This design comes from an exercise in tuning for small area, a short achievable clock period and few clock cycles per item on the open sky130 flow, not from production work.
Power figures rest on the tool's default switching activity, not on a simulated workload.

## pepper
==> module upsample_accelerator, before the edit <==
module upsample_accelerator #(
    parameter integer DATA_WIDTH = 24,
    parameter integer MAX_WIDTH = 1920,
    parameter integer MAX_HEIGHT = 1080
)(
    input wire clk,
    input wire rst_n,
    input wire [DATA_WIDTH-1:0] input_pixel,
    input wire input_valid,
    output wire input_ready,
    input wire input_sof,       
    input wire input_eol,       
    output wire [DATA_WIDTH-1:0] output_pixel,
    output wire output_valid,
    input wire output_ready,
    output wire output_sof,
    output wire output_eol,
    input wire [1:0] scale_factor,     
    input wire [1:0] interp_method,    
    input wire [15:0] input_width,
    input wire [15:0] input_height
);
    reg       bil;
    reg [3:0] kk;         
    always @(posedge clk) begin
        bil  <= (interp_method == 2'b01);
        kk   <= {scale_factor == 2'b11, scale_factor == 2'b00,
                 scale_factor == 2'b01, scale_factor == 2'b10};
    end
    wire sf3  = kk[3];
    wire stat = ~bil | sf3;                  
    reg [2:0] zc;         
    reg       ir;         
    reg [4:0] st;         
    reg       full;       
    reg       ov;         
    reg       pend;       
    reg       have;       
    reg       eolc, sofc;
    reg       ffirst;     
    reg [2:0] cb;         
    reg [23:0] p0, p1, p2, p3;
    reg        efirst;    
    reg [21:0] xr_v0;     
    reg [21:0] yr_d;      
    reg [21:0] u;         
    reg [21:0] d;         
    reg [18:0] base;
    reg [7:0]  hi;
    reg [2:0]  a;         
    reg [15:0] xrem;      
    reg [15:0] yrem;      
    wire zf  = zc[0];
    wire acc = input_valid & ir;
    always @(posedge clk) begin
        if (acc | zf) begin
            p0 <= p1;
            p1 <= p2;
            p2 <= p3;
            p3 <= zf ? 24'd0 : input_pixel;
        end
    end
    wire s0 = st[0];
    wire s1 = st[1];
    wire s2 = st[2];
    wire s3 = st[3];
    wire s4 = st[4];
    wire busy = |st;
    wire [3:0] cb_sum = {1'b0, cb} + kk;
    wire       cb_blk = cb_sum[3];
    wire       f_end  = cb_blk & (yrem == 16'd1);
    always @(posedge clk or negedge rst_n) begin
        if (!rst_n) begin
            cb <= 3'd0;
            ffirst <= 1'b1;
        end else if (s4) begin
            cb <= cb_sum[2:0];
            ffirst <= f_end;
        end
    end
    always @(posedge clk) begin
        if (zf | (s4 & f_end))
            yrem <= input_height;
        else if (s4 & cb_blk)
            yrem <= yrem - 16'd1;
        if (s4)
            efirst <= ffirst;
    end
    reg bit_sel;          
    reg dbl;              
    wire [2:0] eb = stat ? 3'd0 : cb;
    always @(posedge clk) begin
        bit_sel <= (acc & eb[2]) | (s0 & eb[1]) | (s1 & eb[0]);
        dbl     <= s0 | s1;
    end
    wire [21:0] x_opa = s0 ? 22'd0 : dbl ? {xr_v0[20:0], 1'b0} : xr_v0;
    wire [21:0] x_opb = bit_sel ? p2[21:0] : p0[21:0];
    wire [21:0] x_sum = x_opa + x_opb;
    wire [21:0] y_opa = s0 ? 22'd0 : dbl ? {yr_d[20:0], 1'b0} : yr_d;
    wire [21:0] y_opb = s4 ? ~xr_v0 : (bit_sel ? p3[21:0] : p1[21:0]);
    wire [22:0] y_sc  = {y_opa, 1'b1} + {y_opb, s4};
    wire [21:0] y_sum = y_sc[22:1];
    always @(posedge clk) begin
        if (busy) begin
            if (!s4) xr_v0 <= x_sum;
            yr_d <= y_sum;
        end
    end
    wire ho  = full & (~have | (ov & eolc));    
    wire adv = ov & ~eolc;                      
    wire [3:0] a_sum  = {1'b0, a} + kk;
    wire       a_blk  = a_sum[3];                
    wire [2:0] a_n    = a_sum[2:0];
    wire [3:0] an_sum = {1'b0, a_n} + kk;
    wire       an_blk = an_sum[3];               
    wire       xl_n   = a_blk ? (xrem == 16'd2) : (xrem == 16'd1);
    always @(posedge clk) begin
        if (ho) begin
            u    <= {xr_v0[18:0], 3'b000};
            base <= xr_v0[18:0];
            d    <= kk[2] ? {yr_d[19:0], 2'b00} : kk[1] ? {yr_d[20:0], 1'b0} : yr_d;
            hi   <= bil ? 8'd0 : p0[23:16];
            a    <= 3'd0;
            xrem <= input_width;
        end else if (adv) begin
            if (!stat)
                u <= a_blk ? {base, 3'b000} : (u + d);
            a <= a_n;
            if (a_blk) xrem <= xrem - 16'd1;
        end
    end
    wire pend_n = (pend | ov) & ~output_ready;
    wire have_n = ho | (have & ~(ov & eolc));
    wire ov_n   = have_n & ~pend_n;
    wire busy_n = acc | s0 | s1 | s2 | s3;
    wire full_n = s4 | (full & ~ho);
    wire [2:0] zc_n = {1'b0, zc[2:1]};
    wire eolc_n = ho ? (sf3 & (input_width == 16'd1)) : adv ? (an_blk & xl_n) : eolc;
    wire ho_n   = full_n & (~have_n | (ov_n & eolc_n));
    wire ir_n   = ~zc[1] & ~busy_n & (~full_n | ho_n);
    always @(posedge clk or negedge rst_n) begin
        if (!rst_n) begin
            zc <= 3'b111;
            ir <= 1'b0;
            st <= 5'd0;
            full <= 1'b0;
            ov <= 1'b0;
            pend <= 1'b0;
            have <= 1'b0;
            eolc <= 1'b0;
            sofc <= 1'b0;
        end else begin
            zc <= zc_n;
            ir <= ir_n;
            st <= {st[3:0], acc};
            full <= full_n;
            ov <= ov_n;
            pend <= pend_n;
            have <= have_n;
            eolc <= eolc_n;
            sofc <= ho ? efirst : adv ? 1'b0 : sofc;
        end
    end
    assign input_ready  = ir;
    assign output_valid = ov;
    assign output_sof   = sofc;
    assign output_eol   = eolc;
    assign output_pixel = {hi, u[21:6]};
endmodule
export LEC_CHECK = 0
export CAP_MARGIN = 20
export CORE_MARGIN = 2
export CORE_UTILIZATION = 40
export PLACE_DENSITY = 0.6
export SLEW_MARGIN = 20
create_clock -name core_clock -period 13.0 [get_ports {clk}]
run.sh (not shown) runs the stock make flow with config.mk's settings and CLKGATE_MAP_FILE= SYNTH_SCRIPT=/design/flow/synth_recipe.tcl, a recipe that flattens the netlist after the stock synthesis.
#### Input delta (harbor over pepper)
==> flow/design.v <==
module upsample_accelerator #(
    parameter integer DATA_WIDTH = 24,
    parameter integer MAX_WIDTH = 1920,
    parameter integer MAX_HEIGHT = 1080
)(
    input wire clk,
    input wire rst_n,
    input wire [DATA_WIDTH-1:0] input_pixel,
    input wire input_valid,
    output wire input_ready,
    input wire input_sof,       
    input wire input_eol,       
    output wire [DATA_WIDTH-1:0] output_pixel,
    output wire output_valid,
    input wire output_ready,
    output wire output_sof,
    output wire output_eol,
    input wire [1:0] scale_factor,     
    input wire [1:0] interp_method,    
    input wire [15:0] input_width,
    input wire [15:0] input_height
);
    reg       bil;
    reg [3:0] kk;         
    always @(posedge clk) begin
        bil  <= (interp_method == 2'b01);
        kk   <= {scale_factor == 2'b11, scale_factor == 2'b00,
                 scale_factor == 2'b01, scale_factor == 2'b10};
    end
    wire sf3  = kk[3];
    wire stat = ~bil | sf3;                  
    reg [1:0] zc;         
    reg       ir;         
    reg [4:0] st;         
    reg       full;       
    reg       ov;         
    reg       pend;       
    reg       have;       
    reg       eolc, sofc;
    reg       ffirst;     
    reg [2:0] cb;         
    reg [23:0] p0, p1, p2, p3;
    reg        efirst;    
    reg [21:0] xr_v0;     
    reg [21:0] yr_d;      
    reg [21:0] u;         
    reg [21:0] d;         
    reg [18:0] base;
    reg [7:0]  hi;
    reg [2:0]  a;         
    reg [15:0] xrem;      
    reg [15:0] yrem;      
    wire zf  = (zc != 2'd0);
    wire acc = input_valid & ir;
    always @(posedge clk) begin
        if (acc | zf) begin
            p0 <= p1;
            p1 <= p2;
            p2 <= p3;
            p3 <= input_pixel & {24{ir}};
        end
    end
    wire s0 = st[0];
    wire s1 = st[1];
    wire s2 = st[2];
    wire s3 = st[3];
    wire s4 = st[4];
    wire busy = |st;
    wire [3:0] cb_sum = {1'b0, cb} + kk;
    wire       cb_blk = cb_sum[3];
    wire       f_end  = cb_blk & (yrem == 16'd1);
    always @(posedge clk or negedge rst_n) begin
        if (!rst_n) begin
            cb <= 3'd0;
            ffirst <= 1'b1;
        end else if (s4) begin
            cb <= cb_sum[2:0];
            ffirst <= f_end;
        end
    end
    always @(posedge clk) begin
        if (zf | (s4 & f_end))
            yrem <= input_height;
        else if (s4 & cb_blk)
            yrem <= yrem - 16'd1;
        if (s4)
            efirst <= ffirst;
    end
    wire [2:0] eb = stat ? 3'd0 : cb;
    wire bit_sel = (s0 & eb[2]) | (s1 & eb[1]) | (s2 & eb[0]);
    wire [21:0] x_opa = s0 ? 22'd0 : (s1 | s2) ? {xr_v0[20:0], 1'b0} : xr_v0;
    wire [21:0] x_opb = bit_sel ? p2[21:0] : p0[21:0];
    wire [21:0] x_sum = x_opa + x_opb;
    wire [21:0] y_opa = s0 ? 22'd0 : (s1 | s2) ? {yr_d[20:0], 1'b0} : yr_d;
    wire [21:0] y_opb = s4 ? ~xr_v0 : (bit_sel ? p3[21:0] : p1[21:0]);
    wire [22:0] y_sc  = {y_opa, 1'b1} + {y_opb, s4};
    wire [21:0] y_sum = y_sc[22:1];
    always @(posedge clk) begin
        if (busy) begin
            if (!s4) xr_v0 <= x_sum;
            yr_d <= y_sum;
        end
    end
    wire ho  = full & (~have | (ov & eolc));    
    wire adv = ov & ~eolc;                      
    wire [3:0] a_sum  = {1'b0, a} + kk;
    wire       a_blk  = a_sum[3];                
    wire [2:0] a_n    = a_sum[2:0];
    wire [3:0] an_sum = {1'b0, a_n} + kk;
    wire       an_blk = an_sum[3];               
    wire       xl_n   = a_blk ? (xrem == 16'd2) : (xrem == 16'd1);
    always @(posedge clk) begin
        if (ho) begin
            u    <= {xr_v0[18:0], 3'b000};
            base <= xr_v0[18:0];
            d    <= kk[2] ? {yr_d[19:0], 2'b00} : kk[1] ? {yr_d[20:0], 1'b0} : yr_d;
            hi   <= bil ? 8'd0 : p0[23:16];
            a    <= 3'd0;
            xrem <= input_width;
        end else if (adv) begin
            if (!stat)
                u <= a_blk ? {base, 3'b000} : (u + d);
            a <= a_n;
            if (a_blk) xrem <= xrem - 16'd1;
        end
    end
    wire pend_n = (pend | ov) & ~output_ready;
    wire have_n = ho | (have & ~(ov & eolc));
    wire ov_n   = have_n & ~pend_n;
    wire busy_n = acc | s0 | s1 | s2 | s3;
    wire full_n = s4 | (full & ~ho);
    wire [1:0] zc_n = zf ? zc - 2'd1 : 2'd0;
    wire eolc_n = ho ? (sf3 & (input_width == 16'd1)) : adv ? (an_blk & xl_n) : eolc;
    wire ho_n   = full_n & (~have_n | (ov_n & eolc_n));
    wire ir_n   = (zc_n == 2'd0) & ~busy_n & (~full_n | ho_n);
    always @(posedge clk or negedge rst_n) begin
        if (!rst_n) begin
            zc <= 2'd3;
            ir <= 1'b0;
            st <= 5'd0;
            full <= 1'b0;
            ov <= 1'b0;
            pend <= 1'b0;
            have <= 1'b0;
            eolc <= 1'b0;
            sofc <= 1'b0;
        end else begin
            zc <= zc_n;
            ir <= ir_n;
            st <= {st[3:0], acc};
            full <= full_n;
            ov <= ov_n;
            pend <= pend_n;
            have <= have_n;
            eolc <= eolc_n;
            sofc <= ho ? efirst : adv ? 1'b0 : sofc;
        end
    end
    assign input_ready  = ir;
    assign output_valid = ov;
    assign output_sof   = sofc;
    assign output_eol   = eolc;
    assign output_pixel = {hi, u[21:6]};
endmodule
[summary]
Measured against each other, harbor and pepper differ in power density over cell area, the higher figure coming from harbor. Compared with pepper, harbor shows number of nets in the synthesized netlist that has gone up by a few percent. Delta (harbor minus pepper): instance count after placement with tap cells included went up, cell area now larger. Comparing die outline area for harbor and pepper, the smaller number came from pepper. Of harbor and pepper, the run reporting the lower fraction of power consumed by the clock network was pepper. harbor ends up with a wire length per cell that is about 2.4% higher than in pepper. Critical path launch point: input_valid -> pepper, ir -> harbor. The run showing the smaller setup slack is harbor. Compared with pepper, clock sink total in harbor decreased slightly.
No functional check of the RTL was part of any run of this note.

-- re-timing with driven ports --
The results above use ideal ports. As a check the final layouts listed here were re-extracted and re-timed, cells and wires unchanged. Step 1, drivers: a clkbuf_16 drives clk and a buf_2 each remaining input, both assumed. Step 2, shift: input delay + t, output delay - t, t = (earliest + latest rising clock arrival at the registers) / 2. This alone moves slack from input paths to output paths. Three values: no drivers, after step 1, after step 2; two values: the first two.
run	shift t [ns]	setup slack, ns	worst register clock-pin slew, ns	worst slew at a driven data input, ns	cell pins on the clock port's net
pepper	0.593	8.693 / 8.720 / 8.127	0.06 / 0.06	0.04	1
harbor	0.632	8.370 / 8.317 / 8.197	0.06 / 0.06	0.05	1
After both steps setup and hold are still met in every run listed. The setup slack of pepper, which loses most, moves by +0.027 ns with the drivers and by -0.566 ns with both steps.
